Source: an optimization exercise on an open RTL-to-GDS flow (aim: small area and a short achievable clock period). Production flows keep margins and buffers that such runs may drop. The RTL was checked by simulation tests, not by an equivalence proof against the original design. Power figures rest on the tool's default switching activity, not on a simulated workload.

==> v6 <==
Design wavlet, start of the top module:
module wavlet(
	input clk,
	input rst_n,
	input [15:0] data_in,
	output reg signed [20:0] data_out_hd,
	output reg signed [20:0] data_out_ld
);
==> flow/config.mk <==
export PLATFORM = sky130hd
export DESIGN_NAME = wavlet
export DESIGN_NICKNAME = wavlet
export VERILOG_FILES = /design/flow/design.v
export SDC_FILE = /design/flow/constraint.sdc
export NUM_CORES = 4
export LEC_CHECK = 0
export CAP_MARGIN = 20
export CORE_MARGIN = 2
export CORE_UTILIZATION = 40
export SLEW_MARGIN = 20
==> flow/constraint.sdc <==
create_clock -name core_clock -period 12.0 [get_ports {clk}]
set_input_delay 2.4000 -clock core_clock [delete_from_list [all_inputs] [get_ports {clk}]]
set_output_delay 2.4000 -clock core_clock [all_outputs]
set_load 0.01 [all_outputs]
standard.sh (not shown) runs the stock make flow with config.mk's settings and CLKGATE_MAP_FILE= SYNTH_SCRIPT=/design/flow/synth_recipe.tcl, a recipe that flattens the netlist after the stock synthesis.
==> flow/flow/run.sh <==
#!/bin/bash
# Own layout flow: the standard synthesis (unchanged), then flipfa.py, a
# netlist pass that removes inverters around full adders (a full adder is
# self-dual, so it can work on complemented signals), then the standard
# layout with plain buffers (buf_4 instead of clkdlybuf4s50_1) on the ports.
# If a layout attempt fails (e.g. a routing fault the extractor rejects), the
# layout steps are run again with a slightly different placement density.
set -uo pipefail
W=$PWD
R=$W/orfs/results/$FLOW_PLATFORM/wavlet/base
bash standard.sh "$R/1_2_yosys.v" > "$W/synth.log" 2>&1 || exit 1
cp "$R/1_2_yosys.v" "$W/yosys_standard.v"
python3 flow/flipfa.py "$W/yosys_standard.v" "$W/yosys_flipped.v" > "$W/flipfa.log" 2>&1 || exit 1
cp "$W/yosys_flipped.v" "$R/1_2_yosys.v"
export BUFFER_PORTS_ARGS="-buffer_cell sky130_fd_sc_hd__buf_4"
n=0
for dens in "" 0.58 0.62 0.55; do
  n=$((n + 1))
  if [[ -n "$dens" ]]; then
    rm -f "$R"/[2-6]_* "$W"/orfs/logs/"$FLOW_PLATFORM"/wavlet/base/[2-6]_*
    bash standard.sh PLACE_DENSITY=$dens finish > "$W/layout$n.log" 2>&1 && exit 0
  else
    bash standard.sh > "$W/layout$n.log" 2>&1 && exit 0
  fi
done
exit 1
==> flow/flow/flipfa.py <==
#!/usr/bin/env python3
"""Remove inverters around full adders in a gate netlist.

A full adder is self-dual: FA(~a,~b,~c) = (~sum, ~carry).  Yosys's adder
extraction often leaves full adders whose inputs and outputs all pass through
inverters.  This script chooses, for every sky130 fa cell, whether to use it
on complemented signals, so that as few inverters as possible remain, and
rewrites the netlist.  Logic function is unchanged.

usage: flipfa.py in.v out.v
"""
import re, sys
from collections import defaultdict

OUTPINS = {'X', 'Y', 'Q', 'Q_N', 'SUM', 'COUT', 'HI', 'LO'}
src = open(sys.argv[1]).read()
m = re.search(r'^\s*sky130_fd_sc_hd__', src, re.M)
head = src[:m.start()]
body = src[m.start():]
cell_re = re.compile(r'\s*(sky130_fd_sc_hd__\w+)\s+(\S+)\s*\((.*?)\);', re.S)
pin_re = re.compile(r'\.(\w+)\(\s*(.*?)\s*\)\s*(?:,|$)', re.S)
cells = []
pos = 0
while True:
    mm = cell_re.match(body, pos)
    if not mm:
        break
    typ, name, pins = mm.group(1), mm.group(2), mm.group(3)
    cells.append([typ, name, [(p, n.strip()) for p, n in pin_re.findall(pins)]])
    pos = mm.end()
tail = body[pos:]
assert tail.strip() == 'endmodule', tail[:200]

ports = set()
for mm in re.finditer(r'^\s*output\s+(\[(\d+):(\d+)\]\s+)?(\S+)\s*;', head, re.M):
    nm = mm.group(4)
    if mm.group(1):
        for i in range(int(mm.group(3)), int(mm.group(2)) + 1):
            ports.add(f"{nm}[{i}]")
    else:
        ports.add(nm)

def is_inv(t):
    return re.match(r'sky130_fd_sc_hd__(clk)?inv_\d+$', t) is not None

driver = {}
for ci, (t, n, pins) in enumerate(cells):
    for p, net in pins:
        if p in OUTPINS:
            driver[net] = ci
invs = set()
for ci, (t, n, pins) in enumerate(cells):
    if is_inv(t):
        d = dict(pins)
        if d['Y'] in ports or d['Y'] == '' :
            continue
        invs.add(ci)

def root(net):
    p = 0
    while net in driver and driver[net] in invs:
        net = dict(cells[driver[net]][2])['A']; p ^= 1
    return net, p

fas = [ci for ci, c in enumerate(cells) if re.match(r'sky130_fd_sc_hd__fa_\d+$', c[0])]
isfa = set(fas)
# consumers: (ci, pin, root, parity)
cons = []
for ci, (t, n, pins) in enumerate(cells):
    if ci in invs:
        continue
    for p, net in pins:
        if p in OUTPINS or net == '' or net.startswith("1'"):
            continue
        r, par = root(net)
        cons.append((ci, p, r, par))
# fixed FAs: outputs that are port nets
fixed = set()
for ci in fas:
    for p, net in cells[ci][2]:
        if p in OUTPINS and net in ports:
            fixed.add(ci)
flip = defaultdict(int)
byroot = defaultdict(list)
for k, (ci, p, r, par) in enumerate(cons):
    byroot[r].append(k)
def rdrv(r):
    ci = driver.get(r)
    return ci if ci in isfa else None
def root_cost(r):
    fd = flip[rdrv(r)] if rdrv(r) is not None else 0
    need = 0
    for k in byroot[r]:
        ci, p, _, par = cons[k]
        e = par ^ (flip[ci] if ci in isfa else 0) ^ fd
        if e:
            need = 1
            break
    return need
# roots touched by each FA
touch = defaultdict(set)
for k, (ci, p, r, par) in enumerate(cons):
    if ci in isfa:
        touch[ci].add(r)
for ci in fas:
    for p, net in cells[ci][2]:
        if p in OUTPINS:
            touch[ci].add(net)
before = sum(root_cost(r) for r in byroot)
changed = True
it = 0
while changed and it < 50:
    changed = False; it += 1
    for ci in fas:
        if ci in fixed:
            continue
        rs = touch[ci]
        c0 = sum(root_cost(r) for r in rs)
        flip[ci] ^= 1
        c1 = sum(root_cost(r) for r in rs)
        if c1 < c0:
            changed = True
        else:
            flip[ci] ^= 1
after = sum(root_cost(r) for r in byroot)
# rewrite
invnet = {}
newcells = []
newwires = []
cnt = [0]
def inv_of(r):
    if r not in invnet:
        cnt[0] += 1
        nn = f"_flipinv{cnt[0]}_"
        invnet[r] = nn
        newwires.append(nn)
        newcells.append(['sky130_fd_sc_hd__inv_1', f"_flipinvc{cnt[0]}_", [('A', r), ('Y', nn)]])
    return invnet[r]
conmap = {}
for k, (ci, p, r, par) in enumerate(cons):
    fd = flip[rdrv(r)] if rdrv(r) is not None else 0
    e = par ^ (flip[ci] if ci in isfa else 0) ^ fd
    conmap[(ci, p)] = inv_of(r) if e else r
out = []
for ci, (t, n, pins) in enumerate(cells):
    if ci in invs:
        continue
    np = []
    for p, net in pins:
        if (ci, p) in conmap:
            net = conmap[(ci, p)]
        np.append((p, net))
    out.append((t, n, np))
out.extend(newcells)
L = [head.rstrip('\n')]
for w in newwires:
    L.append(f"  wire {w};")
for t, n, pins in out:
    L.append(f"  {t} {n} (")
    L.append(",\n".join(f"    .{p}({net}{' ' if net.startswith(chr(92)) else ''})" for p, net in pins))
    L.append("  );")
L.append("endmodule")
open(sys.argv[2], 'w').write("\n".join(L) + "\n")
print(f"flipfa: {len(fas)} fa, {len(invs)} inverters removed, {len(newcells)} added "
      f"(cost {before} -> {after}), {sum(flip.values())} flipped", file=sys.stderr)
==> inputs of v12, as changes to v6 <==
==> flow/flow/run.sh (replaced) <==
#!/bin/bash
# Own layout flow: the standard synthesis (unchanged), then flipfa.py, a
# netlist pass that removes inverters around full adders (a full adder is
# self-dual, so it can work on complemented signals), then the standard
# layout with plain buffers (buf_4 instead of clkdlybuf4s50_1) on the ports.
set -euo pipefail
W=$PWD
R=$W/orfs/results/$FLOW_PLATFORM/wavlet/base
bash standard.sh "$R/1_2_yosys.v" > "$W/synth.log" 2>&1
cp "$R/1_2_yosys.v" "$W/yosys_standard.v"
python3 flow/flipfa.py "$W/yosys_standard.v" "$W/yosys_flipped.v" > "$W/flipfa.log" 2>&1
cp "$W/yosys_flipped.v" "$R/1_2_yosys.v"
export BUFFER_PORTS_ARGS="-buffer_cell sky130_fd_sc_hd__buf_4"
bash standard.sh > "$W/layout.log" 2>&1
==> inputs of v15, as changes to v6 <==
--- a/flow/flow/run.sh
+++ b/flow/flow/run.sh
@@ -3,5 +3,7 @@
 # netlist pass that removes inverters around full adders (a full adder is
 # self-dual, so it can work on complemented signals), then the standard
-# layout with plain buffers (buf_4 instead of clkdlybuf4s50_1) on the ports.
+# layout with plain buffers (buf_4 instead of clkdlybuf4s50_1) on the ports,
+# and with ORFS's timing repair aiming at a setup slack of $MARGIN ns (the
+# constraints are unchanged: the clock is still the design's period).
 # If a layout attempt fails (e.g. a routing fault the extractor rejects), the
 # layout steps are run again with a slightly different placement density.
@@ -14,4 +16,5 @@
 cp "$W/yosys_flipped.v" "$R/1_2_yosys.v"
 export BUFFER_PORTS_ARGS="-buffer_cell sky130_fd_sc_hd__buf_4"
+MARGIN=8.45
 n=0
 for dens in "" 0.58 0.62 0.55; do
@@ -19,7 +22,7 @@
   if [[ -n "$dens" ]]; then
     rm -f "$R"/[2-6]_* "$W"/orfs/logs/"$FLOW_PLATFORM"/wavlet/base/[2-6]_*
-    bash standard.sh PLACE_DENSITY=$dens finish > "$W/layout$n.log" 2>&1 && exit 0
+    bash standard.sh SETUP_SLACK_MARGIN=$MARGIN PLACE_DENSITY=$dens finish > "$W/layout$n.log" 2>&1 && exit 0
   else
-    bash standard.sh > "$W/layout$n.log" 2>&1 && exit 0
+    bash standard.sh SETUP_SLACK_MARGIN=$MARGIN finish > "$W/layout$n.log" 2>&1 && exit 0
   fi
 done
==> inputs of v20, as changes to v6 <==
==> flow/run.sh (new file) <==
#!/bin/bash
# synth_recipe.tcl (not shown) runs the flow's synth.tcl, then flattens the netlist and writes it again
# the make line also repeats each setting of config.mk as NAME=value (left out here)
make -C /OpenROAD-flow-scripts/flow DESIGN_CONFIG=/design/flow/config.mk WORK_HOME=/design/flow/orfs CLKGATE_MAP_FILE= SYNTH_SCRIPT=/design/flow/synth_recipe.tcl finish
removed: flow/flow/run.sh
removed: flow/flow/flipfa.py
removed: flow/standard.sh
==> results.txt <==
item	v6	v15	v12	v20
Drt pass-1 iters	5	4	5	4
Fraction of area in clock buffers and inverters	0.05233	0.05192	-	0.05474
Sequential Area	6756 um2	6784 um2	-	6756 um2
Share of cells above drive strength 1	0.1431	0.1658	-	0.08580
Status	complete, no violations	complete, no violations	did not finish	complete, no violations
Last stage reached	-	-	final report (6_report)	-
First-pass GRT wire length	68.65 mm	68.70 mm	69.23 mm	72.44 mm
Total global routing track utilization	0.1846	0.1848	0.1865	0.1868
Max-cap violation count	0	0	-	0
Startpoint of the worst-slack reg-to-reg timing path	or2[12]	er1[6]	-	er1[3]
Total number of sequential cells	267	267	-	267
Detailed-route wire length on metal 1	17.28 mm	16.95 mm	17.27 mm	19.33 mm
Met1 Use GR	0.2370	0.2373	0.2387	0.2616
Number of resized instances in the post-cts repair step	0	14	0	0
Clock tree from TritonCTS	yes	yes	-	yes
Final wirelength	42.02 mm	41.97 mm	42.62 mm	42.83 mm
Final weighted congestion in routability-driven placement	0.8576	0.8576	0.9103	0.8599
Required time at the endpoint of the critical path	12.54 ns	9.60 ns	-	9.60 ns
Leakage	9.721 nW	9.751 nW	-	11.05 nW
Sequential-cell power consumption	0.00154 W	0.00154 W	-	0.00153 W
DIE AREA	48890 um2	48890 um2	-	51340 um2
Setup crit start kind	flip-flop	flip-flop	-	flip-flop

==> port drivers added, routing unchanged <==
How much do the figures lean on ideal ports? The routed layouts below were timed once more, with nothing changed but the port constraints.
Step 1 (the two cells are an assumption about what drives the block):
set clk [get_ports {clk}]
set_driving_cell -lib_cell sky130_fd_sc_hd__clkbuf_16 $clk
set_driving_cell -lib_cell sky130_fd_sc_hd__buf_2 [delete_from_list [all_inputs] $clk]
Step 2, shift: input delay + t, output delay - t, t = (earliest + latest rising clock arrival at the registers) / 2. This alone moves slack from input paths to output paths.
Three values: ideal, step 1, step 2; two values: the first two.
run | t, ns | setup WS [ns] | worst hold slack (ns)
v6 | 0.649 | 8.328 / 8.328 / 7.976 | 0.352 / 0.352 / 0.352
v15 | 0.646 | 8.460 / 8.401 / 8.205 | 0.354 / 0.354 / 0.354
v20 | 0.591 | 8.152 / 8.098 / 8.009 | 0.358 / 0.358 / 0.358
After both steps every run listed still meets setup and hold. For v6, which loses most, drivers alone change the setup slack by 0.000 ns; drivers and shift together by -0.352 ns. The worst setup slack also covers recovery checks on asynchronous resets.
